This design comes from an exercise in tuning for a short achievable clock period and few clock cycles on the open sky130 flow, not from production work. In this exercise RTL edits were held to simulation tests only and were not proved equivalent to the original. Power is estimated from default activity; no workload was simulated.

==> design.v <==
`timescale 1ns / 1ps
module ADC32(input [31:0]A,input [31:0]B,input C0,output [32:0]S
    );
	assign B0=C0^1'b0;
	assign S={1'b0,A}+{B0,B}+C0;
endmodule
`timescale 1ns / 1ps
module SignalExt_32(input S,output [31:0]So
    );
assign So={32{S}};
endmodule
`timescale 1ns / 1ps
module Ext_32(input [15:0] imm_16,output[31:0] Imm_32);
    assign Imm_32={{16{imm_16[15]}},imm_16};
endmodule
`timescale 1ns / 1ps
module and32(input [31:0]A,input [31:0]B,output [31:0]res
    );
   assign res=A&B;
endmodule
`timescale 1ns / 1ps
module or32(input [31:0]A,input [31:0]B,output [31:0]res
    );
   assign res=A|B;
endmodule
`timescale 1ns / 1ps
module xor32(input [31:0]A,input [31:0]B,output [31:0]res
    );
   assign res=A^B;
endmodule
`timescale 1ns / 1ps
module srl32(input [31:0]A,input [31:0]B,output [31:0]res
    );
assign res=B>>A;
endmodule
`timescale 1ns / 1ps
module or_bit_32(
input[31:0] A,
output o
    );
assign o=~(|A[31:0]);
endmodule
`timescale 1ns / 1ps
module mux2to1_32(input  sel,input  [31:0]a, input  [31:0]b, output reg [31:0]o);
    always @(*) begin
       case (sel)
		    1'b0 : begin o <= a; end
			 1'b1 : begin o <= b; end
       endcase
    end
endmodule
`timescale 1ns / 1ps
module mux4to1_32(input  [1:0]sel,input  [31:0]a, input  [31:0]b,input  [31:0]c, input  [31:0]d, output reg [31:0]o);
always @(*) begin
       case (sel)
		    2'b00 : begin o = a; end
			 2'b01 : begin o = b; end
			 2'b10 : begin o = c; end
			 2'b11 : begin o = d; end
       endcase
    end
endmodule
`timescale 1ns / 1ps
module mux8to1_32(input  [2:0]sel,input  [31:0] x0, input  [31:0]x1,input  [31:0]x2 ,input  [31:0]x3, 
input  [31:0]x4 ,input  [31:0]x5,input  [31:0]x6,input  [31:0]x7,output reg [31:0]o);
    always @(*) begin
       case (sel[2:0])
		    3'b000 : begin o <= x0; end
			 3'b001 : begin o <= x1; end
			 3'b010 : begin o <= x2; end
			 3'b011 : begin o <= x3; end
			 3'b100 : begin o <= x4; end
			 3'b101 : begin o <= x5; end
			 3'b110 : begin o <= x6; end
			 3'b111 : begin o <= x7; end
       endcase
    end
endmodule
`timescale 1ns / 1ps
module ALU(
	input [2:0]ALU_operation, 
	input [31:0]A, 
	input [31:0]B,
	output [31:0]res,
	output zero,
	output overflow
    );
wire [31:0]X[7:0];
wire [32:0]S;
wire [31:0]So;
wire [31:0]B0;
assign X[0]=S[31:0];
assign X[1]=S[31:0];
assign X[6]={B[15:0],16'h0000};
assign X[7]={31'h00000000,S[31]};
assign X[4]=32'h00000000;  
and32 U1(.A(A[31:0]),
         .B(B[31:0]),
			.res(X[2]));
or32 U2(.A(A[31:0]),
        .B(B[31:0]),
		  .res(X[3]));
ADC32 U3(.C0(ALU_operation[0]),
         .A(A[31:0]),
         .B(B0[31:0]),
		   .S(S[32:0]));
srl32 U6(.A(A[31:0]),
         .B(B[31:0]),
		   .res(X[5]));
xor32 U7(.A(So[31:0]),
         .B(B[31:0]),
		   .res(B0[31:0]));
SignalExt_32 U8(.S(ALU_operation[0]),
             .So(So[31:0]));
mux8to1_32 U9(.sel(ALU_operation[2:0]),
           .x0(X[0]),
           .x1(X[1]),
           .x2(X[2]),
           .x3(X[3]),
           .x4(X[4]),
           .x5(X[5]),
           .x6(X[6]),
           .x7(X[7]),
			  .o(res[31:0]));
or_bit_32 U10(.A(res[31:0]),
              .o(zero));
endmodule
`timescale 1ns / 1ps
module REG32(input clk,input rst,input CE,input [31:0]D,output [31:0]Q
    );
reg [31:0]REG;
assign Q = REG;
always @(posedge clk or posedge rst) 
	 begin if(rst==1) REG<=0;
	       else if(CE==1) REG<=D;
	 end
endmodule
`timescale 1ns / 1ps
module Regs(input clk,rst,L_S,
                     input [4:0] R_addr_A,R_addr_B,Wt_addr,
							input [31:0] Wt_data,
							input [4:0] test_addr,
							output [31:0] test_data,
							output [31:0] rdata_A,rdata_B
    );
	 reg [31:0]register[1:31];
	 integer i;
	 assign rdata_A=(R_addr_A==0)?0:register[R_addr_A];
	 assign rdata_B=(R_addr_B==0)?0:register[R_addr_B];
	 assign test_data = (test_addr==0)?0:register[test_addr];
	 always @(posedge clk or posedge rst)
	 begin if(rst==1) for(i=1;i<32;i=i+1) register[i]<=0;
	       else if((Wt_addr!=0)&&(L_S==1)) register[Wt_addr]<=Wt_data;
	 end
endmodule
`timescale 1ns / 1ps
module control(input wire clk,
					input wire reset,
					input wire [5:0]opcode,
					input wire [5:0]func,
					output reg signOrZero,
					output reg regJal,
					output reg ALUSrc1,
					output reg RegWrite,
					output reg ALUSrc2,
					output reg MemWrite,
					output reg [2:0]ALUControl,
					output reg Mem2Reg,
					output reg MemRead,
					output reg BranchEq,
					output reg BranchNeq,
					output reg [1:0]PCSrc,  
					output reg RegDst
    );
always @ * begin
	if(reset==1) begin {signOrZero,regJal,ALUSrc1,ALUControl,RegWrite,ALUSrc2,MemWrite,Mem2Reg,MemRead,BranchEq,BranchNeq,PCSrc,RegDst} <= 16'h0000; end
	else begin
	{signOrZero,regJal,ALUSrc1,ALUControl,RegWrite,ALUSrc2,MemWrite,Mem2Reg,MemRead,BranchEq,BranchNeq,PCSrc,RegDst} <= 16'h0000;  
	case (opcode[5:0])
		6'h00:begin
			case(func[5:0])
				6'b100000: {signOrZero,regJal,ALUSrc1,ALUControl,RegWrite,ALUSrc2,MemWrite,Mem2Reg,MemRead,BranchEq,BranchNeq,PCSrc,RegDst} <= 16'b0000001000000001; 
				6'b100010: {signOrZero,regJal,ALUSrc1,ALUControl,RegWrite,ALUSrc2,MemWrite,Mem2Reg,MemRead,BranchEq,BranchNeq,PCSrc,RegDst} <= 16'b0000011000000001; 
				6'b100100: {signOrZero,regJal,ALUSrc1,ALUControl,RegWrite,ALUSrc2,MemWrite,Mem2Reg,MemRead,BranchEq,BranchNeq,PCSrc,RegDst} <= 16'b0000101000000001; 
				6'b100101: {signOrZero,regJal,ALUSrc1,ALUControl,RegWrite,ALUSrc2,MemWrite,Mem2Reg,MemRead,BranchEq,BranchNeq,PCSrc,RegDst} <= 16'b0000111000000001; 
				6'b101010: {signOrZero,regJal,ALUSrc1,ALUControl,RegWrite,ALUSrc2,MemWrite,Mem2Reg,MemRead,BranchEq,BranchNeq,PCSrc,RegDst} <= 16'b0001111000000001; 
				6'b000010: {signOrZero,regJal,ALUSrc1,ALUControl,RegWrite,ALUSrc2,MemWrite,Mem2Reg,MemRead,BranchEq,BranchNeq,PCSrc,RegDst} <= 16'b0011011000000001; 
				6'b001000: {signOrZero,regJal,ALUSrc1,ALUControl,RegWrite,ALUSrc2,MemWrite,Mem2Reg,MemRead,BranchEq,BranchNeq,PCSrc,RegDst} <= 16'b0000000000000110; 
			endcase
			end
		6'h08: {signOrZero,regJal,ALUSrc1,ALUControl,RegWrite,ALUSrc2,MemWrite,Mem2Reg,MemRead,BranchEq,BranchNeq,PCSrc,RegDst} <= 16'b0000001100000000;  
		6'h0c: {signOrZero,regJal,ALUSrc1,ALUControl,RegWrite,ALUSrc2,MemWrite,Mem2Reg,MemRead,BranchEq,BranchNeq,PCSrc,RegDst} <= 16'b1000101100000000;  
		6'h0d: {signOrZero,regJal,ALUSrc1,ALUControl,RegWrite,ALUSrc2,MemWrite,Mem2Reg,MemRead,BranchEq,BranchNeq,PCSrc,RegDst} <= 16'b1000111100000000;  
		6'h23: {signOrZero,regJal,ALUSrc1,ALUControl,RegWrite,ALUSrc2,MemWrite,Mem2Reg,MemRead,BranchEq,BranchNeq,PCSrc,RegDst} <= 16'b0000001101100000;  
		6'h0f: {signOrZero,regJal,ALUSrc1,ALUControl,RegWrite,ALUSrc2,MemWrite,Mem2Reg,MemRead,BranchEq,BranchNeq,PCSrc,RegDst} <= 16'b0001101100000000;  
		6'h2b: {signOrZero,regJal,ALUSrc1,ALUControl,RegWrite,ALUSrc2,MemWrite,Mem2Reg,MemRead,BranchEq,BranchNeq,PCSrc,RegDst} <= 16'b0000000110000000;  
		6'h0a: {signOrZero,regJal,ALUSrc1,ALUControl,RegWrite,ALUSrc2,MemWrite,Mem2Reg,MemRead,BranchEq,BranchNeq,PCSrc,RegDst} <= 16'b0001111100000000;  
		6'h04: {signOrZero,regJal,ALUSrc1,ALUControl,RegWrite,ALUSrc2,MemWrite,Mem2Reg,MemRead,BranchEq,BranchNeq,PCSrc,RegDst} <= 16'b0000010000010000;  
		6'h05: {signOrZero,regJal,ALUSrc1,ALUControl,RegWrite,ALUSrc2,MemWrite,Mem2Reg,MemRead,BranchEq,BranchNeq,PCSrc,RegDst} <= 16'b0000010000001000;  
		6'h02: {signOrZero,regJal,ALUSrc1,ALUControl,RegWrite,ALUSrc2,MemWrite,Mem2Reg,MemRead,BranchEq,BranchNeq,PCSrc,RegDst} <= 16'b0000000000000100;  
		6'h03: {signOrZero,regJal,ALUSrc1,ALUControl,RegWrite,ALUSrc2,MemWrite,Mem2Reg,MemRead,BranchEq,BranchNeq,PCSrc,RegDst} <= 16'b0100001000000100;  
	endcase
	end
end
endmodule
`timescale 1ns / 1ps
module Datapath(input wire cpu_clk,
					 input wire reset,
					 input wire signOrZero,
					 input wire regJal,
					 input wire ALUSrc1,
					 input wire RegWrite,
					 input wire ALUSrc2,
					 input wire MemWrite,
					 input wire [2:0]ALUControl,
					 input wire Mem2Reg,
					 input wire MemRead,
					 input wire BranchEq,
					 input wire BranchNeq,
					 input wire [1:0]PCSrc,
					 input wire RegDst,
					 input wire [31:0]mem_data_out,
					 input wire [31:0]inst_in,
					 input wire [4:0]reg_num,  
					 output [31:0]reg_data,    
					 output [31:0]mem_addr,
					 output [31:0]mem_data_in,
					 output [31:0]PC_Current,
					 output overflow,
					 output zero,
					 output [31:0]inst
    );
wire [31:0]immediate_sign_ext;	
wire [31:0]A;
wire [31:0]B;
wire [31:0]res;
wire [31:0]zeroExtImmediate;
wire [31:0]immediate_ext;
assign zeroExtImmediate = {16'h0000,inst[15:0]};
wire [31:0]pc_next;
wire [31:0]pc_plus4;
wire [31:0]pc_jump;
wire [31:0]pc_jr;
wire [31:0]pc_no_branch;
wire [31:0]pc_branch;
wire [27:0]pc_jump_tmp;
wire Branch;
assign pc_jump_tmp = {inst[25:0],2'b00};
assign pc_plus4 = PC_Current[31:0]+4;
assign pc_jump = {pc_plus4[31:28],pc_jump_tmp};
assign pc_jr = A[31:0]; 
assign pc_branch = (immediate_sign_ext<<2)+pc_plus4;
assign Branch = (BranchEq&zero)|(BranchNeq&~zero);
wire [4:0]rs;
wire [4:0]rt;
wire [4:0]rd;
wire [31:0]reg_data1;
wire [31:0]reg_data2;
wire [31:0]Wt_data;
wire [31:0]Wt_data_jal;
wire [4:0]rd_jal;
assign rs = inst[25:21];
assign rt = inst[20:16];
assign mem_addr = res[31:0];
assign mem_data_in = reg_data2[31:0]; 
REG32 PC(.clk(cpu_clk),
			.rst(reset),
			.CE(1'b1),
			.D(pc_next),
			.Q(PC_Current));
Regs U1(.clk(cpu_clk),
		  .rst(reset),
		  .L_S(RegWrite),
		  .R_addr_A(rs[4:0]),
		  .R_addr_B(rt[4:0]),
		  .Wt_addr(rd_jal[4:0]),
		  .Wt_data(Wt_data_jal[31:0]),
		  .test_addr(reg_num[4:0]),
		  .test_data(reg_data[31:0]),
		  .rdata_A(reg_data1[31:0]),
		  .rdata_B(reg_data2[31:0]));
ALU U2(.ALU_operation(ALUControl[2:0]),
		 .A(A[31:0]),
		 .B(B[31:0]),
		 .res(res[31:0]),
		 .zero(zero),
		 .overflow(overflow));
mux4to1_32 U3(.sel(PCSrc[1:0]),
				  .a(pc_plus4[31:0]),
				  .b(pc_plus4[31:0]),
				  .c(pc_jump[31:0]),
				  .d(pc_jr[31:0]),
				  .o(pc_no_branch[31:0])
					);
mux2to1_32 U4(.sel(Branch),
				  .a(pc_no_branch[31:0]),
				  .b(pc_branch[31:0]),
				  .o(pc_next[31:0]));
mux2to1_32 U6(.sel(regJal),
				  .a(Wt_data[31:0]),
				  .b(pc_plus4[31:0]),
				  .o(Wt_data_jal[31:0]));
mux2to1_32 U7(.sel(signOrZero),
				  .a(immediate_sign_ext[31:0]),
				  .b(zeroExtImmediate[31:0]),
				  .o(immediate_ext));
Ext_32 U5(.imm_16(inst[15:0]),
			 .Imm_32(immediate_sign_ext[31:0]));
mux2to1_32 RD_IN(.sel(RegDst),
					  .a(inst[20:16]),
					  .b(inst[15:11]),
					  .o(rd[4:0]));
mux2to1_32 WriteData(.sel(regJal),
							.a(rd[4:0]),
							.b(5'b11111),
							.o(rd_jal[4:0]));
mux2to1_32 ALUS1(.sel(ALUSrc1),
					  .a(reg_data1[31:0]),
					  .b({27'h0000000,inst[10:6]}),
					  .o(A[31:0]));
mux2to1_32 ALUS2(.sel(ALUSrc2),
					  .a(reg_data2[31:0]),
					  .b(immediate_ext[31:0]),
					  .o(B[31:0]));
mux2to1_32 Reg_Write(.sel(Mem2Reg),
							.a(res[31:0]),
							.b(mem_data_out[31:0]),
							.o(Wt_data[31:0]));
assign inst = inst_in;
endmodule
`timescale 1ns / 1ps
module singal_cpu(input wire clk_cpu,
                  input wire reset,
                  input wire [4:0] reg_num,
                  input wire [31:0] inst_in,
                  input wire [31:0] mem_data_out,
                  output [31:0] pc_out,
                  output [31:0] register,
                  output mem_w,
                  output [31:0] Addr_out,
                  output [31:0] Data_out
    );
reg  [9:0]  PC_lo;
reg  [1:0]  PC_b;
reg  [19:0] HREG, R_hi, R31h;
reg  [15:0] KI;
reg         Hv;                    
reg         K_red, K_lu, K_j, K_br, K_jr, Kc_inc, Kc_br;
reg  [9:0]  PCo_lo;                
reg  [1:0]  PCo_b;
reg  [19:0] PCo_hi;
reg  [31:0] rf [1:31];
reg  [31:1] rv;                    
reg         E_kill;                
reg  [4:0]  E_rd;
reg         E_load, E_store, E_br, E_jr;
reg  [31:0] E_ca0, E_ca1, E_ca2, E_ca3, E_cb0, E_cb1, E_cb2, E_cb3;
reg         E_sa_M, E_sa_W, E_sb_M, E_sb_W, E_s2_M, E_s2_W, E_s2_i, E_sr_M, E_sr_W;
reg  [3:0]  E_sa_c, E_sb_c, E_s2_c, E_sr_c;
reg  [31:0] E_imm, E_luiv, E_jrp;
reg  [9:0]  E_loinc;
reg  [1:0]  E_b;
reg         E_cinc, E_jal;
reg  [4:0]  E_sh;
reg         E_sub;
reg         E_s_sum, E_s_and, E_s_or, E_s_slt, E_s_srl, E_s_lui;
reg         E_bne, E_predT;
reg  [4:0]  M_rd;
reg  [31:0] M_res, M_sd, M_addr;
reg         M_load, M_we;
reg  [31:0] W_val;
reg  [4:0]  rn_q;
reg  [31:0] reg_q;
assign pc_out   = {PCo_hi, PCo_lo, PCo_b};
assign Addr_out = M_addr;
assign Data_out = M_sd;
assign mem_w    = M_we;
assign register = reg_q;
wire [991:0] rfbus;
genvar gi;
generate for (gi = 1; gi < 32; gi = gi + 1) begin : rfb_g
    assign rfbus[32*gi-1 -: 32] = rf[gi];
end endgenerate
wire [19:0] h_inc = HREG + {19'd0, Kc_inc};
wire [19:0] h_br  = HREG + {{14{KI[5]}}, KI[5:0]} + {19'd0, Kc_br};
wire [19:0] hi    = ~Hv  ? 20'd0 :
                    K_red ? R_hi :
                    K_lu  ? HREG :
                    K_j   ? {h_inc[19:16], KI} :
                    K_br  ? h_br :
                    K_jr  ? R31h : h_inc;          
wire [4:0]  E_rdv = E_kill ? 5'd0 : E_rd;
wire [31:0] ex_res, sum, B, redirect_pc, E_const;
wire        redirect;
sc_ex u_ex(.kill(E_kill), .br(E_br), .jr(E_jr), .bne(E_bne), .predT(E_predT),
           .ca0(E_ca0), .ca1(E_ca1), .ca2(E_ca2), .ca3(E_ca3),
           .cb0(E_cb0), .cb1(E_cb1), .cb2(E_cb2), .cb3(E_cb3),
           .sa_M(E_sa_M), .sa_W(E_sa_W), .sa_c(E_sa_c),
           .sb_M(E_sb_M), .sb_W(E_sb_W), .sb_c(E_sb_c),
           .sr_M(E_sr_M), .sr_W(E_sr_W), .sr_c(E_sr_c),
           .s2_M(E_s2_M), .s2_W(E_s2_W), .s2_c(E_s2_c), .s2_i(E_s2_i),
           .imm(E_imm), .luiv(E_luiv), .jrp(E_jrp), .sh(E_sh), .sub(E_sub),
           .s_sum(E_s_sum), .s_and(E_s_and), .s_or(E_s_or), .s_slt(E_s_slt),
           .s_srl(E_s_srl), .s_lui(E_s_lui), .jal(E_jal),
           .hreg(HREG), .cinc(E_cinc), .loinc(E_loinc), .pcb(E_b),
           .M_res(M_res), .W_val(W_val),
           .ex_res(ex_res), .sum(sum), .B(B), .redirect(redirect),
           .redirect_pc(redirect_pc), .e_const(E_const));
wire [31:0] r31 = (E_rdv == 5'd31) ? E_const :
                  (M_rd == 5'd31) ? M_res : (rf[31] & {32{rv[31]}});
wire [9:0]  n_lo, o_lo, lo_inc;
wire [1:0]  n_b, o_b;
wire        lu, f_j, f_br, f_jr, c_br, c_inc;
sc_fnext u_fn(.inst(inst_in), .pc_lo(PC_lo), .pc_b(PC_b), .r31(r31[11:0]),
              .e_rd(E_rd), .e_ld(E_load & ~E_kill),
              .redirect(redirect), .rpc(redirect_pc[11:0]), .reset(reset),
              .n_lo(n_lo), .n_b(n_b), .o_lo(o_lo), .o_b(o_b),
              .lu(lu), .k_j(f_j), .k_br(f_br), .k_jr(f_jr),
              .c_br(c_br), .c_inc(c_inc), .lo_inc(lo_inc));
wire [4:0]  d_rd, d_sh;
wire        d_load, d_store, d_br, d_jr, d_bne, d_predT, d_sub, d_jal;
wire        d_sa_M, d_sa_W, d_sb_M, d_sb_W, d_sr_M, d_sr_W, d_s2_M, d_s2_W, d_s2_i;
wire [3:0]  d_sa_c, d_sb_c, d_sr_c, d_s2_c;
wire [31:0] d_imm, d_luiv;
wire        d_s_sum, d_s_and, d_s_or, d_s_slt, d_s_srl, d_s_lui;
sc_dec u_dec(.inst(inst_in), .e_rdv(E_rdv), .m_rd(M_rd), .rv(rv),
             .rd(d_rd), .load(d_load), .store(d_store), .br(d_br), .jr(d_jr),
             .bne(d_bne), .predT(d_predT), .sub(d_sub), .jal(d_jal), .sh(d_sh),
             .sa_M(d_sa_M), .sa_W(d_sa_W), .sa_c(d_sa_c),
             .sb_M(d_sb_M), .sb_W(d_sb_W), .sb_c(d_sb_c),
             .sr_M(d_sr_M), .sr_W(d_sr_W), .sr_c(d_sr_c),
             .s2_M(d_s2_M), .s2_W(d_s2_W), .s2_c(d_s2_c), .s2_i(d_s2_i),
             .imm32(d_imm), .luiv(d_luiv),
             .s_sum(d_s_sum), .s_and(d_s_and), .s_or(d_s_or), .s_slt(d_s_slt),
             .s_srl(d_s_srl), .s_lui(d_s_lui));
wire [31:0] c_a0, c_a1, c_a2, c_a3, c_b0, c_b1, c_b2, c_b3;
sc_rfrd u_rf(.rf(rfbus), .ra(inst_in[23:21]), .rb(inst_in[18:16]),
             .a0(c_a0), .a1(c_a1), .a2(c_a2), .a3(c_a3),
             .b0(c_b0), .b1(c_b1), .b2(c_b2), .b3(c_b3));
wire [31:0] dbg;
sc_dbg u_dbg(.rf(rfbus), .rv(rv), .n(rn_q), .q(dbg));
wire [31:0] wval = M_load ? mem_data_out : M_res;
integer i;
always @(posedge clk_cpu or posedge reset) begin
    if (reset) begin
        PC_lo <= 10'd0; PC_b <= 2'd0; Hv <= 1'b0;
        E_kill <= 1'b1;
        M_rd <= 5'd0; M_load <= 1'b0;
        rv <= 31'd0;
    end else begin
        M_rd   <= E_rdv;
        M_load <= E_load & ~E_kill;
        for (i = 1; i < 32; i = i + 1)
            if (M_rd == i) rv[i] <= 1'b1;
        E_kill <= redirect | lu;
        Hv     <= 1'b1;
        PC_lo  <= n_lo;
        PC_b   <= n_b;
    end
end
always @(posedge clk_cpu) begin
    PCo_lo <= o_lo;         
    PCo_b  <= o_b;
    if (reset) begin
        PCo_hi <= 20'd0;
        M_we <= 1'b0;
    end else begin
        PCo_hi <= hi;
        M_we   <= E_store & ~E_kill;
    end
end
always @(posedge clk_cpu) begin
    HREG <= hi;
    K_red <= redirect;
    K_lu  <= lu;
    K_j   <= f_j;
    K_br  <= f_br;
    K_jr  <= f_jr;
    Kc_inc <= c_inc;
    Kc_br  <= c_br;
    KI    <= inst_in[25:10];
    R31h  <= r31[31:12];
    R_hi  <= redirect_pc[31:12];
    M_res  <= ex_res;
    M_addr <= sum;
    M_sd   <= B;
    W_val  <= wval;
    rn_q  <= reg_num;
    reg_q <= dbg;
    E_rd    <= d_rd;
    E_load  <= d_load;
    E_store <= d_store;
    E_br    <= d_br;
    E_jr    <= d_jr;
    E_ca0 <= c_a0; E_ca1 <= c_a1; E_ca2 <= c_a2; E_ca3 <= c_a3;
    E_cb0 <= c_b0; E_cb1 <= c_b1; E_cb2 <= c_b2; E_cb3 <= c_b3;
    E_sa_M <= d_sa_M; E_sa_W <= d_sa_W; E_sa_c <= d_sa_c;
    E_sb_M <= d_sb_M; E_sb_W <= d_sb_W; E_sb_c <= d_sb_c;
    E_sr_M <= d_sr_M; E_sr_W <= d_sr_W; E_sr_c <= d_sr_c;
    E_s2_M <= d_s2_M; E_s2_W <= d_s2_W; E_s2_c <= d_s2_c; E_s2_i <= d_s2_i;
    E_imm   <= d_imm;
    E_sub   <= d_sub;
    E_s_sum <= d_s_sum;
    E_s_and <= d_s_and;
    E_s_or  <= d_s_or;
    E_s_slt <= d_s_slt;
    E_s_srl <= d_s_srl;
    E_s_lui <= d_s_lui;
    E_jal   <= d_jal;
    E_luiv  <= d_luiv;
    E_sh    <= d_sh;
    E_bne   <= d_bne;
    E_predT <= d_predT;
    E_loinc <= lo_inc;
    E_cinc  <= c_inc;
    E_b     <= PC_b;
    E_jrp   <= r31;
end
always @(posedge clk_cpu) begin
    for (i = 1; i < 32; i = i + 1)
        if (M_rd == i) rf[i] <= wval;
end
endmodule
module sc_fnext(input [31:0] inst, input [9:0] pc_lo, input [1:0] pc_b,
                input [11:0] r31, input [4:0] e_rd, input e_ld,
                input redirect, input [11:0] rpc, input reset,
                output [9:0] n_lo, output [1:0] n_b,
                output [9:0] o_lo, output [1:0] o_b,
                output lu, output k_j, output k_br, output k_jr,
                output c_br, output c_inc, output [9:0] lo_inc);
wire [5:0] op = inst[31:26];
wire [5:0] fn = inst[5:0];
wire [4:0] rs = inst[25:21];
wire [4:0] rt = inst[20:16];
wire isR   = ~op[3] & ~op[2] & ~op[1];
wire d_J   = ~op[5] & ~op[3] & ~op[2] & op[1];           
wire d_bcc = ~op[3] & op[2];                             
wire d_lui = op[2] & op[1];
wire d_sw  = op[5] & op[3];
wire d_jr  = isR & ~fn[5] & fn[3];
wire rs_eq_rt = (rs == rt);
wire predT = op[0] ? ~rs_eq_rt : (rs_eq_rt | inst[15]);   
wire use_rs = ~d_J & ~d_lui;
wire use_rt = isR | d_bcc | d_sw;
assign lu = e_ld & (((rs == e_rd) & use_rs) | ((rt == e_rd) & use_rt));
assign k_j  = d_J;
assign k_br = d_bcc & predT;
assign k_jr = d_jr;
assign c_inc  = &pc_lo;
assign lo_inc = pc_lo + 10'd1;
wire [10:0] lo_br = {1'b0, pc_lo} + {1'b0, inst[9:0]} + 11'd1;
assign c_br = lo_br[10];
reg [9:0] f_lo;
reg [1:0] f_b;
always @* begin
    f_b = pc_b;
    if (lu) begin
        f_lo = pc_lo;
    end else if (d_J) begin
        f_lo = inst[9:0]; f_b = 2'd0;
    end else if (d_bcc & predT) begin
        f_lo = lo_br[9:0];
    end else if (d_jr) begin
        f_lo = r31[11:2]; f_b = r31[1:0];
    end else begin
        f_lo = lo_inc;
    end
end
assign n_lo = redirect ? rpc[11:2] : f_lo;
assign n_b  = redirect ? rpc[1:0]  : f_b;
assign o_lo = reset ? 10'd0 : n_lo;
assign o_b  = reset ? 2'd0  : n_b;
endmodule
module sc_dec(input [31:0] inst, input [4:0] e_rdv, input [4:0] m_rd, input [31:1] rv,
              output [4:0] rd, output load, output store, output br, output jr,
              output bne, output predT, output sub, output jal, output [4:0] sh,
              output sa_M, output sa_W, output [3:0] sa_c,
              output sb_M, output sb_W, output [3:0] sb_c,
              output sr_M, output sr_W, output [3:0] sr_c,
              output s2_M, output s2_W, output [3:0] s2_c, output s2_i,
              output [31:0] imm32, output [31:0] luiv,
              output s_sum, output s_and, output s_or, output s_slt,
              output s_srl, output s_lui);
wire [5:0]  op = inst[31:26];
wire [5:0]  fn = inst[5:0];
wire [4:0]  rs = inst[25:21];
wire [4:0]  rt = inst[20:16];
wire [15:0] imm = inst[15:0];
wire isR    = ~op[3] & ~op[2] & ~op[1];
wire d_J    = ~op[5] & ~op[3] & ~op[2] & op[1];       
wire d_jal  = d_J & op[0];
wire d_bcc  = ~op[3] & op[2];                         
wire d_addi = op[3] & ~op[2] & ~op[1] & ~op[5];
wire d_slti = op[3] & ~op[2] & op[1] & ~op[0];
wire d_andi = op[3] & op[2] & ~op[1] & ~op[0];
wire d_ori  = op[3] & op[2] & ~op[1] & op[0];
wire d_lui  = op[2] & op[1];
wire d_lw   = op[5] & ~op[3];
wire d_sw   = op[5] & op[3];
wire d_jr   = isR & ~fn[5] & fn[3];
wire d_srl  = isR & ~fn[5] & fn[1];
wire d_slt  = isR & fn[5] & fn[3];
wire d_add  = isR & fn[5] & ~fn[3] & ~fn[2] & ~fn[1];
wire d_sub  = isR & fn[5] & ~fn[3] & ~fn[2] & fn[1];
wire d_and  = isR & fn[5] & fn[2] & ~fn[0];
wire d_or   = isR & fn[5] & fn[2] & fn[0];
wire d_itype = op[5] ^ op[3];                         
wire useimm  = op[3] | op[5];                         
wire rs_eq_rt = (rs == rt);
wire [31:0] rvz = {rv, 1'b0};                         
assign rd    = isR ? (d_jr ? 5'd0 : inst[15:11]) : d_itype ? rt : d_jal ? 5'd31 : 5'd0;
assign load  = d_lw & (rt != 5'd0);
assign store = d_sw;
assign br    = d_bcc & (|imm);                        
assign jr    = d_jr;
assign bne   = op[0];
assign predT = op[0] ? ~rs_eq_rt : (rs_eq_rt | imm[15]);
assign sub   = d_sub | d_slt | d_slti;
assign jal   = d_jal;
assign sh    = inst[10:6];
wire fa_M = (rs == e_rdv) & (e_rdv != 5'd0);
wire fb_M = (rt == e_rdv) & (e_rdv != 5'd0);
wire fa_W = (rs == m_rd) & (m_rd != 5'd0) & ~fa_M;
wire fb_W = (rt == m_rd) & (m_rd != 5'd0) & ~fb_M;
wire fa_R = ~fa_M & ~fa_W & rvz[rs];
wire fb_R = ~fb_M & ~fb_W & rvz[rt];
wire [3:0] ca_hot = 4'b0001 << rs[4:3];
wire [3:0] cb_hot = 4'b0001 << rt[4:3];
assign sa_M = fa_M;
assign sa_W = fa_W;
assign sa_c = {4{fa_R}} & ca_hot;
assign sb_M = fb_M;
assign sb_W = fb_W;
assign sb_c = {4{fb_R}} & cb_hot;
assign sr_M = fb_M & d_srl;
assign sr_W = fb_W & d_srl;
assign sr_c = {4{fb_R & d_srl}} & cb_hot;
assign s2_M = fb_M & ~useimm;
assign s2_W = fb_W & ~useimm;
assign s2_c = {4{fb_R & ~useimm}} & cb_hot;
assign s2_i = useimm;
assign imm32 = (d_andi | d_ori) ? {16'h0000, imm} : {{16{imm[15]}}, imm};
assign luiv  = {imm, 16'h0000};
assign s_sum = d_add | d_sub | d_addi | d_lw | d_sw;
assign s_and = d_and | d_andi;
assign s_or  = d_or | d_ori;
assign s_slt = d_slt | d_slti;
assign s_srl = d_srl;
assign s_lui = d_lui;
endmodule
module sc_rfrd(input [991:0] rf, input [2:0] ra, input [2:0] rb,
               output [31:0] a0, output [31:0] a1, output [31:0] a2, output [31:0] a3,
               output [31:0] b0, output [31:0] b1, output [31:0] b2, output [31:0] b3);
wire [1023:0] r = {rf, 32'd0};
assign a0 = r[{2'd0, ra}*32 +: 32];
assign a1 = r[{2'd1, ra}*32 +: 32];
assign a2 = r[{2'd2, ra}*32 +: 32];
assign a3 = r[{2'd3, ra}*32 +: 32];
assign b0 = r[{2'd0, rb}*32 +: 32];
assign b1 = r[{2'd1, rb}*32 +: 32];
assign b2 = r[{2'd2, rb}*32 +: 32];
assign b3 = r[{2'd3, rb}*32 +: 32];
endmodule
module sc_dbg(input [991:0] rf, input [31:1] rv, input [4:0] n, output [31:0] q);
wire [1023:0] r = {rf, 32'd0};
wire [31:0] v = {rv, 1'b0};
assign q = r[n*32 +: 32] & {32{v[n]}};
endmodule
module sc_ex(input kill, input br, input jr, input bne, input predT,
             input [31:0] ca0, input [31:0] ca1, input [31:0] ca2, input [31:0] ca3,
             input [31:0] cb0, input [31:0] cb1, input [31:0] cb2, input [31:0] cb3,
             input sa_M, input sa_W, input [3:0] sa_c,
             input sb_M, input sb_W, input [3:0] sb_c,
             input sr_M, input sr_W, input [3:0] sr_c,
             input s2_M, input s2_W, input [3:0] s2_c, input s2_i,
             input [31:0] imm, input [31:0] luiv, input [31:0] jrp, input [4:0] sh, input sub,
             input s_sum, input s_and, input s_or, input s_slt, input s_srl, input s_lui,
             input jal, input [19:0] hreg, input cinc, input [9:0] loinc, input [1:0] pcb,
             input [31:0] M_res, input [31:0] W_val,
             output [31:0] ex_res, output [31:0] sum, output [31:0] B,
             output redirect, output [31:0] redirect_pc, output [31:0] e_const);
wire [31:0] pc4 = {hreg + {19'd0, cinc}, loinc, pcb};
assign e_const = jal ? pc4 : luiv;
wire [31:0] A = ({32{sa_M}} & M_res) | ({32{sa_W}} & W_val) |
                ({32{sa_c[0]}} & ca0) | ({32{sa_c[1]}} & ca1) |
                ({32{sa_c[2]}} & ca2) | ({32{sa_c[3]}} & ca3);
assign B = ({32{sb_M}} & M_res) | ({32{sb_W}} & W_val) |
           ({32{sb_c[0]}} & cb0) | ({32{sb_c[1]}} & cb1) |
           ({32{sb_c[2]}} & cb2) | ({32{sb_c[3]}} & cb3);
wire [31:0] Bs = ({32{sr_M}} & M_res) | ({32{sr_W}} & W_val) |
                 ({32{sr_c[0]}} & cb0) | ({32{sr_c[1]}} & cb1) |
                 ({32{sr_c[2]}} & cb2) | ({32{sr_c[3]}} & cb3);
wire [31:0] B2 = ({32{s2_M}} & M_res) | ({32{s2_W}} & W_val) |
                 ({32{s2_c[0]}} & cb0) | ({32{s2_c[1]}} & cb1) |
                 ({32{s2_c[2]}} & cb2) | ({32{s2_c[3]}} & cb3) |
                 ({32{s2_i}} & imm);
wire [31:0] B2x = B2 ^ {32{sub}};
wire [32:0] sum33 = {A, 1'b1} + {B2x, sub};
assign sum = sum33[32:1];
wire [31:0] oth = ({32{s_and}} & (A & B2)) |
                  ({32{s_or}}  & (A | B2)) |
                  ({32{s_slt}} & {31'd0, sum[31]}) |
                  ({32{s_srl}} & (Bs >> sh)) |
                  ({32{s_lui}} & luiv) |
                  ({32{jal}}   & pc4);
assign ex_res = s_sum ? sum : oth;
wire eq     = (A == B);
wire taken  = bne ? ~eq : eq;
wire mis_br = br & (taken != predT);
wire mis_jr = jr & (A != jrp);
assign redirect = ~kill & (mis_br | mis_jr);
wire [31:0] tgt = pc4 + {imm[29:0], 2'b00};
assign redirect_pc = jr ? A : predT ? pc4 : tgt;
endmodule
==> flow/run.sh <==
#!/bin/bash
set -o pipefail
bash standard.sh SETUP_SLACK_MARGIN=10 finish > flow_standard.log 2>&1
==> standard.sh <==
#!/bin/bash
# synth_recipe.tcl (not shown) runs the flow's synth.tcl, then flattens the netlist and writes it again
# the make line also repeats each setting of config.mk as NAME=value (left out here)
make -C /OpenROAD-flow-scripts/flow DESIGN_CONFIG=/design/flow/config.mk WORK_HOME=/design/flow/orfs CLKGATE_MAP_FILE= SYNTH_SCRIPT=/design/flow/synth_recipe.tcl "${@:-finish}"
==> config.mk <==
export PLATFORM = sky130hd
export DESIGN_NAME = singal_cpu
export DESIGN_NICKNAME = singal_cpu
export VERILOG_FILES = /design/flow/design.v
export SDC_FILE = /design/flow/constraint.sdc
export NUM_CORES = 8
export LEC_CHECK = 0
export ABC_CLOCK_PERIOD_IN_PS = 1000
export CAP_MARGIN = 30
export CORE_MARGIN = 2
export CORE_UTILIZATION = 55
export PLACE_DENSITY = 0.68
export SETUP_SLACK_MARGIN = 5
export SLEW_MARGIN = 20
export SYNTH_HIERARCHICAL = 1
==> constraint.sdc <==
create_clock -name core_clock -period 14.0 [get_ports {clk_cpu}]
set_input_delay 2.8000 -clock core_clock [delete_from_list [all_inputs] [get_ports {clk_cpu}]]
set_output_delay 2.8000 -clock core_clock [all_outputs]
set_load 0.01 [all_outputs]
==> results of run 1 <==
==> cell usage after synthesis, drive strengths merged, types with 8 or more instances <==
library cell | number | area (sq um)
a21oi | 239 | 1200
a31oi | 19 | 119
nor2 | 278 | 1050
nand2b | 37 | 231
nand3 | 216 | 1080
o31ai | 8 | 92.6
or4 | 9 | 71.3
dfxtp | 674 | 13500
and2 | 25 | 159
nor3 | 52 | 270
a221oi | 202 | 1960
a211oi | 26 | 205
o21a | 17 | 129
nand3b | 8 | 72.6
a2111oi | 9 | 116
mux2i | 221 | 2220
dfrtp | 50 | 1250
mux4 | 638 | 15000
a211o | 9 | 78.8
or3 | 12 | 80.1
and3 | 67 | 424
o211ai | 13 | 103
nor4 | 80 | 552
nor3b | 11 | 87.6
o21bai | 13 | 97.6
nand2 | 202 | 758
o21ai | 164 | 836
inv | 66 | 248
or2 | 47 | 294
and4 | 8 | 70.1
nand4 | 33 | 206
a21o | 44 | 330
clkbuf | 226 | 848
mux2 | 364 | 4100
edfxtp | 992 | 29800
nor2b | 38 | 240
xnor2 | 89 | 780
a22oi | 429 | 3220
a222oi | 32 | 320
buf | 319 | 2200
a41oi | 15 | 139
xor2 | 151 | 1320
ha | 96 | 1200
o22ai | 44 | 275
a2bb2oi | 39 | 342
==> cells by family (layout without fill, tap and decap cells) <==
family / after synthesis / count (layout) / synth area share
AO/OA/AOI/OAI: 1387 / 1388 / 0.115
flip-flops: 1717 / 1717 / 0.503
buffers and inverters: 619 / 880 / 0.0376
adder cells (fa/ha/maj): 100 / 100 / 0.0145
other: 2 / 70 / 0.0000849
AND/OR/NAND/NOR: 1136 / 1137 / 0.0651
multiplexers: 1223 / 1223 / 0.241
XOR/XNOR: 240 / 240 / 0.0237
==> state kept, by name (all words and copies together) (netlist names), 16 cells and up <==
signal  cells
E_ca0      32
E_ca1      32
E_ca2      32
E_ca3      32
E_cb0      32
E_cb1      32
E_cb2      32
E_cb3      32
E_imm      32
E_jrp      31
E_luiv     32
HREG       20
KI         16
M_addr     32
M_res      32
M_sd       32
PCo_hi     20
R_hi       20
W_val      32
reg_q      32
rf        992
rv         31
==> what timing repair did <==
| item | in CTS | in global routing |
|---|---|---|
| hold endpoints to repair | 0 | 0 |
| pin swaps | 42 | 56 |
| buffers inserted | 39 | 32 |
| resized for setup | 915 | 215 |
| cloned | 12 | 5 |
| hold buffers | 0 | 0 |
| endpoints found under the setup margin | 480 | 215 |
==> critical path, delay by kind of cell (launching register included) <==
| kind | cells | cell delay [ns] |
|---|---|---|
| buffers and inverters | 2 | 1.00 |
| AO/OA/AOI/OAI | 2 | 1.19 |
| AND/OR/NAND/NOR | 2 | 0.70 |
| flip-flops | 1 | 0.81 |
==> modules after synthesis (local to each module, per instance) <==
module	flip-flops and latches	cells inside	times used	area [sq um]
sc_rfrd	0	1066	1	15800
sc_fnext	0	255	1	1820
sc_dec	0	244	1	1960
sc_dbg	0	647	1	8060
singal_cpu	1717	2440	1	49000
sc_ex	0	1772	1	11900
==> per-layer routing <==
metal | track usage | part of all wire | up-vias
met4 | 0.306 | 0.085 | 34
li1 | - | - | 26300
met5 | 0.0297 | 0.0022 | -
met2 | 0.607 | 0.42 | 6494
met1 | 0.535 | 0.33 | 33900
met3 | 0.194 | 0.16 | 1631
==> final cells by class <==
cell class	count	area, sq um
Antenna cell	53	133
Clock buffer	252	5160
Clock inverter	91	945
Fill cell	11700	58900
Inverter	73	290
Multi-Input combinational cell	4105	42500
Sequential cell	1717	44700
Tap cell	2160	2700
Timing Repair Buffer	464	4850
==> power by group through the flow <==
| stage | clock (mW) | sequential (mW) | combinational (mW) |
|---|---|---|---|
| after floorplan | 0 | 6.47 | 2.02 |
| after global placement | 0 | 6.61 | 3.41 |
| after detailed placement | 0 | 6.63 | 3.45 |
| after CTS | 4.95 | 6.54 | 3.60 |
| after global routing | 5.15 | 6.62 | 4.02 |
| final | 4.96 | 6.60 | 3.93 |
==> final timing paths <==
path                              startpoint                 end  slack [ns]
max                          rn_q[1]$_DFF_P_    reg_q[3]$_DFF_P_        9.82
min                        PC_b[1]$_DFF_PP0_      E_b[1]$_DFF_P_        0.42
max reg2reg                  rn_q[1]$_DFF_P_    reg_q[3]$_DFF_P_        9.82
min reg2reg                PC_b[1]$_DFF_PP0_      E_b[1]$_DFF_P_        0.42
max in group asynchronous              reset  rv[16]$_DFFE_PP0N_       10.78
min in group asynchronous              reset  PC_lo[4]$_DFF_PP0_        2.39
==> through the flow <==
| step | area, sq um | hold slack [ns] | std cells | setup WS [ns] |
|---|---|---|---|---|
| 2_1_floorplan | 88900 | 0.367 | 6439 | 9.63 |
| 3_3_place_gp | 92100 | 0.392 | 8416 | 7.58 |
| 3_5_place_dp | 92200 | 0.394 | 8426 | 7.53 |
| 4_1_cts | 99900 | 0.413 | 8820 | 9.85 |
| 5_1_grt | 101000 | 0.421 | 8892 | 9.86 |
| 6_report | 101000 | 0.417 | 8915 | 9.82 |
==> notes.md, run 1 <==
- Slew Limit Headroom: 0.185
- Most common cell after layout, fill and taps aside: edfxtp_1
- Num CTS Buffers: 181
- Worst-margin pin slew: 1.22 ns
- Height of the die: 405 um
- Max VDD drop: 0.151 mV
- Clk pwr share: 0.320
- Port Buffer Count: 198
- Clock tree buffer depth: 3
- Crit Path Class: reg2reg
- Crit path cell chain: buf_12 -> nor2b_4 -> buf_4 -> a221oi_1 -> nor4_1 -> a2bb2oi_1
- Routed WL: 364,000 um
- Synth-to-Final Area Change: 14.4%
- Initial Util: 0.552
- Fin Setup TNS: 0 ns
- Vias: 68,400
- Sw Ratio: 0.332
- Via/cell ratio: 7.67
- H-tree levels: 4
- Internal Pwr Total: 10.3 mW
- Fin. Hold Viols: 0
- Gate power share: 0.254
- Part of the power in registers: 0.426
- Total Power: 15.5 mW
- Fin Clk Skew: 0.0335 ns
- Synth warn: 9
- Clock root cell: clkbuf_16
- Largest net degree at the start of global routing: 116
- Leakage: 36.6 nW
- First-pass GRT wire length: 497,000 um
- DRT iter0 DRCs: 12,600
- Vias in the first global route: 64,600
- Net Switching: 5.14 mW
- Min Tclk post-route: 4.18 ns
- Worst Path Required: 14.61 ns
- CP peak stage delay: 0.98 ns
- Nets@finish: 6,713
- Max Clock Freq: 0.239 GHz
- Run status: timing/DRC/antenna clean
- CP Max Fanout: 92
- Worst-skew pair later-pin latency: 0.86 ns
- Post-DP HPWL: 223,000 um
- Finished Core Util: 0.632
- Clock Pin Slew Worst Setup and Hold Paths: 0.06 ns
- Critical Path AT: 4.80 ns
- Die Footprint: 164,000 sq um
- Max-cap violations: 0
- Most frequent cells in the layout: edfxtp_1, dfxtp_1, mux4_2
- RSZ-0062 raised after global routing: yes
- Final setup violation count: 0
- CTS Sinks: 1,717
- Asr flop ratio synth: 0.0297
- Avg Inst Size Synth: 13.8 sq um
- Hold path cells: 0
- Final period utilization: 0.299
- Post-Syn Instances: 6,424
- Die width: 405 um
- Final ANT Viol Nets: 0
- Sequential element share of the synthesized area: 0.503
- Dominant synthesized flop cell: edfxtp_1
- Total GRT Usage: 0.435
- Critical Path End Type: flop
- Worst-case reg-to-reg path depth: 6
- DR DRC count: 0
- Pins over their slew limit: 0
- RD Place Congestion: 1.03
- Pre-antenna DRT Iters: 12
- Layout cells sized above 1: 0.301
- # IOs: 200
- Avg WL per Cell: 40.8 um
- Initial antenna violation count: 37
- Placeable Area: 160,000 sq um
- Slowest cell on crit path: a2bb2oi_1
- Mapped Area: 88,500 sq um
- Remaining Overflow, GRT: 0
- CTS tree: built
- Worst setup SP type: flop
- Post-synth EDFFs: 992
- FP Rows: 147
- Pwr dens: 153 nW/um^2
- Yosys reg bits: 1,717
- Library cells used by synthesis: 117
- Hold crit path type: reg2reg
Testbench counts, summed over its fixed seeds: cycles 179,482.
==> inputs of run 2 (changes only) <==
--- a/design.v
+++ b/design.v
@@ -369,7 +369,7 @@
 reg  [31:0] M_res, M_sd, M_addr;
 reg         M_load, M_we;
 reg  [31:0] W_val;
-reg  [4:0]  rn_q;
+reg  [31:1] rn_oh;
 reg  [31:0] reg_q;
 assign pc_out   = {PCo_hi, PCo_lo, PCo_b};
 assign Addr_out = M_addr;
@@ -392,20 +392,25 @@
 wire [4:0]  E_rdv = E_kill ? 5'd0 : E_rd;
 wire [31:0] ex_res, sum, B, redirect_pc, E_const;
 wire        redirect;
-sc_ex u_ex(.kill(E_kill), .br(E_br), .jr(E_jr), .bne(E_bne), .predT(E_predT),
-           .ca0(E_ca0), .ca1(E_ca1), .ca2(E_ca2), .ca3(E_ca3),
-           .cb0(E_cb0), .cb1(E_cb1), .cb2(E_cb2), .cb3(E_cb3),
-           .sa_M(E_sa_M), .sa_W(E_sa_W), .sa_c(E_sa_c),
-           .sb_M(E_sb_M), .sb_W(E_sb_W), .sb_c(E_sb_c),
-           .sr_M(E_sr_M), .sr_W(E_sr_W), .sr_c(E_sr_c),
-           .s2_M(E_s2_M), .s2_W(E_s2_W), .s2_c(E_s2_c), .s2_i(E_s2_i),
-           .imm(E_imm), .luiv(E_luiv), .jrp(E_jrp), .sh(E_sh), .sub(E_sub),
-           .s_sum(E_s_sum), .s_and(E_s_and), .s_or(E_s_or), .s_slt(E_s_slt),
-           .s_srl(E_s_srl), .s_lui(E_s_lui), .jal(E_jal),
-           .hreg(HREG), .cinc(E_cinc), .loinc(E_loinc), .pcb(E_b),
-           .M_res(M_res), .W_val(W_val),
-           .ex_res(ex_res), .sum(sum), .B(B), .redirect(redirect),
-           .redirect_pc(redirect_pc), .e_const(E_const));
+wire [31:0] A, pc4;
+sc_tgt u_tgt(.hreg(HREG), .cinc(E_cinc), .loinc(E_loinc), .pcb(E_b), .imm(E_imm),
+             .jal(E_jal), .luiv(E_luiv), .A(A), .jr(E_jr), .predT(E_predT),
+             .pc4(pc4), .e_const(E_const), .redirect_pc(redirect_pc));
+sc_alu u_alu(.ca0(E_ca0), .ca1(E_ca1), .ca2(E_ca2), .ca3(E_ca3),
+             .cb0(E_cb0), .cb1(E_cb1), .cb2(E_cb2), .cb3(E_cb3),
+             .sa_M(E_sa_M), .sa_W(E_sa_W), .sa_c(E_sa_c),
+             .sr_M(E_sr_M), .sr_W(E_sr_W), .sr_c(E_sr_c),
+             .s2_M(E_s2_M), .s2_W(E_s2_W), .s2_c(E_s2_c), .s2_i(E_s2_i),
+             .imm(E_imm), .luiv(E_luiv), .sh(E_sh), .sub(E_sub),
+             .s_sum(E_s_sum), .s_and(E_s_and), .s_or(E_s_or), .s_slt(E_s_slt),
+             .s_srl(E_s_srl), .s_lui(E_s_lui), .jal(E_jal), .pc4(pc4),
+             .M_res(M_res), .W_val(W_val),
+             .A(A), .ex_res(ex_res), .sum(sum));
+sc_brc u_brc(.kill(E_kill), .br(E_br), .jr(E_jr), .bne(E_bne), .predT(E_predT),
+             .cb0(E_cb0), .cb1(E_cb1), .cb2(E_cb2), .cb3(E_cb3),
+             .sb_M(E_sb_M), .sb_W(E_sb_W), .sb_c(E_sb_c), .jrp(E_jrp),
+             .M_res(M_res), .W_val(W_val), .A(A),
+             .B(B), .redirect(redirect));
 wire [31:0] r31 = (E_rdv == 5'd31) ? E_const :
                   (M_rd == 5'd31) ? M_res : (rf[31] & {32{rv[31]}});
 wire [9:0]  n_lo, o_lo, lo_inc;
@@ -438,7 +443,8 @@
              .a0(c_a0), .a1(c_a1), .a2(c_a2), .a3(c_a3),
              .b0(c_b0), .b1(c_b1), .b2(c_b2), .b3(c_b3));
 wire [31:0] dbg;
-sc_dbg u_dbg(.rf(rfbus), .rv(rv), .n(rn_q), .q(dbg));
+sc_dbg u_dbg(.rf(rfbus), .sel(rn_oh), .q(dbg));
+wire [31:0] rn_dec = 32'd1 << reg_num;
 wire [31:0] wval = M_load ? mem_data_out : M_res;
 integer i;
 always @(posedge clk_cpu or posedge reset) begin
@@ -485,7 +491,7 @@
     M_addr <= sum;
     M_sd   <= B;
     W_val  <= wval;
-    rn_q  <= reg_num;
+    rn_oh <= rn_dec[31:1] & rv;
     reg_q <= dbg;
     E_rd    <= d_rd;
     E_load  <= d_load;
@@ -661,32 +667,36 @@
 assign b2 = r[{2'd2, rb}*32 +: 32];
 assign b3 = r[{2'd3, rb}*32 +: 32];
 endmodule
-module sc_dbg(input [991:0] rf, input [31:1] rv, input [4:0] n, output [31:0] q);
-wire [1023:0] r = {rf, 32'd0};
-wire [31:0] v = {rv, 1'b0};
-assign q = r[n*32 +: 32] & {32{v[n]}};
+module sc_dbg(input [991:0] rf, input [31:1] sel, output reg [31:0] q);
+integer k;
+always @* begin
+    q = 32'd0;
+    for (k = 1; k < 32; k = k + 1)
+        q = q | (rf[32*k-1 -: 32] & {32{sel[k]}});
+end
 endmodule
-module sc_ex(input kill, input br, input jr, input bne, input predT,
-             input [31:0] ca0, input [31:0] ca1, input [31:0] ca2, input [31:0] ca3,
-             input [31:0] cb0, input [31:0] cb1, input [31:0] cb2, input [31:0] cb3,
-             input sa_M, input sa_W, input [3:0] sa_c,
-             input sb_M, input sb_W, input [3:0] sb_c,
-             input sr_M, input sr_W, input [3:0] sr_c,
-             input s2_M, input s2_W, input [3:0] s2_c, input s2_i,
-             input [31:0] imm, input [31:0] luiv, input [31:0] jrp, input [4:0] sh, input sub,
-             input s_sum, input s_and, input s_or, input s_slt, input s_srl, input s_lui,
-             input jal, input [19:0] hreg, input cinc, input [9:0] loinc, input [1:0] pcb,
-             input [31:0] M_res, input [31:0] W_val,
-             output [31:0] ex_res, output [31:0] sum, output [31:0] B,
-             output redirect, output [31:0] redirect_pc, output [31:0] e_const);
-wire [31:0] pc4 = {hreg + {19'd0, cinc}, loinc, pcb};
+module sc_tgt(input [19:0] hreg, input cinc, input [9:0] loinc, input [1:0] pcb,
+              input [31:0] imm, input jal, input [31:0] luiv, input [31:0] A,
+              input jr, input predT,
+              output [31:0] pc4, output [31:0] e_const, output [31:0] redirect_pc);
+assign pc4 = {hreg + {19'd0, cinc}, loinc, pcb};
 assign e_const = jal ? pc4 : luiv;
-wire [31:0] A = ({32{sa_M}} & M_res) | ({32{sa_W}} & W_val) |
-                ({32{sa_c[0]}} & ca0) | ({32{sa_c[1]}} & ca1) |
-                ({32{sa_c[2]}} & ca2) | ({32{sa_c[3]}} & ca3);
-assign B = ({32{sb_M}} & M_res) | ({32{sb_W}} & W_val) |
-           ({32{sb_c[0]}} & cb0) | ({32{sb_c[1]}} & cb1) |
-           ({32{sb_c[2]}} & cb2) | ({32{sb_c[3]}} & cb3);
+wire [31:0] tgt = pc4 + {imm[29:0], 2'b00};
+assign redirect_pc = jr ? A : predT ? pc4 : tgt;
+endmodule
+module sc_alu(input [31:0] ca0, input [31:0] ca1, input [31:0] ca2, input [31:0] ca3,
+              input [31:0] cb0, input [31:0] cb1, input [31:0] cb2, input [31:0] cb3,
+              input sa_M, input sa_W, input [3:0] sa_c,
+              input sr_M, input sr_W, input [3:0] sr_c,
+              input s2_M, input s2_W, input [3:0] s2_c, input s2_i,
+              input [31:0] imm, input [31:0] luiv, input [4:0] sh, input sub,
+              input s_sum, input s_and, input s_or, input s_slt, input s_srl, input s_lui,
+              input jal, input [31:0] pc4,
+              input [31:0] M_res, input [31:0] W_val,
+              output [31:0] A, output [31:0] ex_res, output [31:0] sum);
+assign A = ({32{sa_M}} & M_res) | ({32{sa_W}} & W_val) |
+           ({32{sa_c[0]}} & ca0) | ({32{sa_c[1]}} & ca1) |
+           ({32{sa_c[2]}} & ca2) | ({32{sa_c[3]}} & ca3);
 wire [31:0] Bs = ({32{sr_M}} & M_res) | ({32{sr_W}} & W_val) |
                  ({32{sr_c[0]}} & cb0) | ({32{sr_c[1]}} & cb1) |
                  ({32{sr_c[2]}} & cb2) | ({32{sr_c[3]}} & cb3);
@@ -704,11 +714,18 @@
                   ({32{s_lui}} & luiv) |
                   ({32{jal}}   & pc4);
 assign ex_res = s_sum ? sum : oth;
+endmodule
+module sc_brc(input kill, input br, input jr, input bne, input predT,
+              input [31:0] cb0, input [31:0] cb1, input [31:0] cb2, input [31:0] cb3,
+              input sb_M, input sb_W, input [3:0] sb_c, input [31:0] jrp,
+              input [31:0] M_res, input [31:0] W_val, input [31:0] A,
+              output [31:0] B, output redirect);
+assign B = ({32{sb_M}} & M_res) | ({32{sb_W}} & W_val) |
+           ({32{sb_c[0]}} & cb0) | ({32{sb_c[1]}} & cb1) |
+           ({32{sb_c[2]}} & cb2) | ({32{sb_c[3]}} & cb3);
 wire eq     = (A == B);
 wire taken  = bne ? ~eq : eq;
 wire mis_br = br & (taken != predT);
 wire mis_jr = jr & (A != jrp);
 assign redirect = ~kill & (mis_br | mis_jr);
-wire [31:0] tgt = pc4 + {imm[29:0], 2'b00};
-assign redirect_pc = jr ? A : predT ? pc4 : tgt;
 endmodule
==> flow/run.sh (replaced) <==
#!/bin/bash
set -o pipefail
bash standard.sh SETUP_SLACK_MARGIN=10 PRE_GLOBAL_ROUTE_TCL="$PWD/flow/rc13.tcl" finish > flow_standard.log 2>&1
==> flow/rc13.tcl (new file) <==
# timing repair against wire parasitics 30% above the platform's estimate
set f 1.3
set_layer_rc -layer li1 -capacitance [expr {1.499e-04*$f}] -resistance [expr {7.176e-02*$f}]
set_layer_rc -layer met1 -capacitance [expr {1.72375E-04*$f}] -resistance [expr {8.929e-04*$f}]
set_layer_rc -layer met2 -capacitance [expr {1.36233E-04*$f}] -resistance [expr {8.929e-04*$f}]
set_layer_rc -layer met3 -capacitance [expr {2.14962E-04*$f}] -resistance [expr {1.567e-04*$f}]
set_layer_rc -layer met4 -capacitance [expr {1.48128E-04*$f}] -resistance [expr {1.567e-04*$f}]
set_layer_rc -layer met5 -capacitance [expr {1.54087E-04*$f}] -resistance [expr {1.781e-05*$f}]
set_wire_rc -signal -layer met1
set_wire_rc -clock -layer met3
==> run 2 against run 1 <==
- synthesized cell count grew 2.4%
- die area shrank 1.8%
- wire length grew 14%
- clock power grew 4.6%
- global-route usage grew 5.6 points
- critical path depth shrank 5
- sequential share of layout area is essentially flat
- sequential power grew 2%
- setup slack gained 0.043 ns
- sequential cell count grew 26
- via count grew 6.0%
- critical endpoint is now Data_out[16]
- largest power group unchanged
==> notes.md, run 2 <==
- CTS tree: built
- Vias: 72,500
- Fin Clk Skew: 0.0987 ns
- Clock root cell: clkbuf_16
- Slew Limit Headroom: 0.284
- Leakage: 37.0 nW
- Pre-antenna DRT Iters: 13
- Crit path cell chain: buf_6
- Most frequent cells in the layout: edfxtp_1, a22oi_1, dfxtp_1
- GRT busiest layer: met2
- Critical path buffer and inverter count: 1
- Worst Path Required: 11.20 ns
- Most common cell after layout, fill and taps aside: edfxtp_1
- Height of the die: 402 um
- CP Max Fanout: 1
- Nets@finish: 6,968
- Remaining Overflow, GRT: 0
- Pwr dens: 155 nW/um^2
- Hold crit path type: reg2reg
- Initial antenna violation count: 50
- Avg WL per Cell: 45.8 um
- Worst-margin pin slew: 1.06 ns
- Final period utilization: 0.296
- H-tree levels: 4
- Largest delay contributor family on the critical path: flip-flops
- FP Rows: 145
- Worst setup SP type: flop
- # IOs: 200
- Max VDD drop: 0.127 mV
- RD Place Congestion: 1.07
- CP endpoint: Data_out[16]
- Fin Setup TNS: 0 ns
- Max-cap violations: 0
- Share of the synthesized area in the top cell type: 0.343
- Reg-to-reg critical path endpoint: PCo_lo[2]$_DFF_P_
- Die Footprint: 161,000 sq um
- Vias in the first global route: 66,900
- Mapped Area: 86,900 sq um
- Final ANT Viol Nets: 0
- Dominant synthesized flop cell: edfxtp_1
- Crit Path Class: reg2out
- Worst-case reg-to-reg path depth: 17
- Placeable Area: 157,000 sq um
- Met1 GRT Util: 0.603
- Area contributors post-synth: edfxtp_1, dfxtp_1, mux4_2, a22oi_1, mux4_1
- Die width: 402 um
- Commonest cells post-synth: edfxtp_1, a22oi_1, dfxtp_1
- Worst-skew pair later-pin latency: 0.90 ns
- Max reg flops: 992
- Met2 usage: 0.665
- Largest net degree at the start of global routing: 85
- WP depth: 1
- Post-CTS Hold Buffers: 0
- Num CTS Buffers: 180
- Fillers: 11,500
- Routed WL: 413,000 um
- Port Buffer Count: 198
- Via/cell ratio: 8.03
- First-pass GRT wire length: 545,000 um
- CP peak stage delay: 0.36 ns
- Fin cells: 9,032
- Synth-to-Final Area Change: 18.2%
- Asr flop ratio synth: 0.0293
- R2r setup slk: 10.02 ns
- Post-Syn Instances: 6,576
- Library cells used by synthesis: 117
- Layout cells sized above 1: 0.295
- Post-synth EDFFs: 992
- Initial Util: 0.555
- Min Tclk post-route: 4.14 ns
- DR DRC count: 0
- Fin. Hold Viols: 0
- Met3 Usage GRT: 0.245
- Total GRT Usage: 0.491
- Final setup violation count: 0
- Setup crit start: M_sd[16]$_DFF_P_
- Final Cell Area: 103,000 sq um
- Yosys reg bits: 1,743
- Max Clock Freq: 0.242 GHz
- RSZ-0062 raised after global routing: yes
- Top reg by flops: rf
- Synth warn: 10
- Avg Inst Size Synth: 13.2 sq um
- Critical Path End Type: output pin
- Critical Path AT: 1.34 ns
- Cells after DPL: 8,461
- Sequential element share of the synthesized area: 0.519
- Cell accounting for the most synthesized area: edfxtp_1
- Clock tree buffer depth: 3
- Slowest cell on crit path: dfxtp_4
- FF-to-FF Start: E_sa_M$_DFF_P_
- Top-count cell post-synth: edfxtp_1
- Placed cell areas: 90,600 sq um
- Clock Pin Slew Worst Setup and Hold Paths: 0.06 ns
- DRT iter0 DRCs: 15,500
- Pins over their slew limit: 0
- Run status: timing/DRC/antenna clean
- CTS Sinks: 1,743
- Post-DP HPWL: 254,000 um
## run 2: layout make-up
cell class	count	area, sq um	area share
flip-flops and latches	1743	45400	0.442
multi-input cells	4221	41200	0.401
repair buffers	565	6820	0.0663
clock buffers	267	5430	0.0528
well taps	2058	2570	0.0251
clock inverters	74	965	0.00939
inverters	80	354	0.00345
diodes	23	57.6	0.000560
repair inverters	1	11.3	0.000110
## run 2: worst reg2reg max path, cell delays in order (launching register included)
cell	delay [ns]
dfxtp_4	0.44
buf_16	0.20
buf_16	0.18
buf_4	0.14
a22oi_1	0.17
nand3_1	0.13
buf_6	0.18
xnor2_1	0.33
nand4_1	0.33
nor4_4	0.22
buf_4	0.19
a21oi_2	0.07
or3b_4	0.42
buf_12	0.16
buf_12	0.14
buf_8	0.13
a221oi_4	0.23
a211oi_2	0.13
## run 2: metrics by stage
stage          setup slack, ns  hold WS [ns]  utilization  total power [mW]
3_3_place_gp              7.82         0.365        0.577              10.0
2_1_floorplan             9.57         0.347            -              8.45
3_5_place_dp              7.80         0.363        0.579              10.1
5_1_grt                   9.75         0.452        0.656              17.0
6_report                  9.86         0.427        0.656              16.0
4_1_cts                   9.86         0.405        0.628              15.2
## run 2: routing by layer
| metal | part of all wire | vias up |
|---|---|---|
| met3 | 0.17 | 2291 |
| met4 | 0.095 | 53 |
| met2 | 0.40 | 7859 |
| met1 | 0.33 | 35200 |
| met5 | 0.0025 | - |
| li1 | - | 27100 |
## run 2: where the power goes
group | switching (mW) | internal [mW]
registers | 0.582 | 6.16
clock network | 2.18 | 3.01
logic | 2.49 | 1.53
## run 2: worst min path at each step
stage                            startpoint             end  slack [ns]  depth (start not counted)
after floorplan           PC_b[0]$_DFF_PP0_  E_b[0]$_DFF_P_        0.35                          0
after global placement    PC_b[1]$_DFF_PP0_  E_b[1]$_DFF_P_        0.36                          0
after detailed placement  PC_b[1]$_DFF_PP0_  E_b[1]$_DFF_P_        0.36                          0
after CTS                 PC_b[1]$_DFF_PP0_  E_b[1]$_DFF_P_        0.41                          0
after global routing      PC_b[1]$_DFF_PP0_  E_b[1]$_DFF_P_        0.45                          0
final                     PC_b[0]$_DFF_PP0_  E_b[0]$_DFF_P_        0.43                          0
## run 2: repair_timing
item                                    in CTS  in global routing
gates resized for setup                    884                464
gates cloned                                13                 10
buffers inserted                            35                107
pin swaps                                   25                117
endpoints found under the setup margin     477                263
## run 2: modules after synthesis, one instance, submodules excluded, a selection
module	flops+latches	times used
sc_dec	0	1
sc_rfrd	0	1
sc_dbg	0	1
sc_tgt	0	1
sc_alu	0	1
sc_brc	0	1
sc_fnext	0	1
## run 2: cell families after synthesis
family          Yosys count  synth area share
fa+ha+maj               105            0.0155
mux                     969             0.183
buf+inv                 629            0.0386
compound gates         1657             0.145
other cells               2         0.0000864
xor+xnor                246            0.0248
simple gates           1225            0.0741
flops                  1743             0.519
Testbench counts of run 2, summed over its fixed seeds: cycles 179,482.

afterwards: timing with drivers on the ports:
The results above use ideal ports. As a check the final layouts listed here were re-extracted and re-timed, cells and wires unchanged. Step 1, drivers: a clkbuf_16 drives clk_cpu and a buf_2 each remaining input, both assumed. Step 2 adds t to the input delays and takes it off the output delays; t is the mean of the earliest and latest rising clock arrival at the registers after step 1. Input paths then give back, and output paths get back, about the clock's delay inside the block. a / b / c = ideal ports / drivers / drivers and shift; a / b = the first two.
run	shift t [ns]	setup slack, ns	worst slew at a driven data input, ns
run 1	0.934	9.816 / 9.744 / 8.809	0.49
run 2	0.940	9.860 / 9.765 / 8.957	0.28
After both steps setup and hold are still met in every run listed. The setup slack of run 1, which loses most, moves by -0.072 ns with the drivers and by -1.007 ns with both steps.
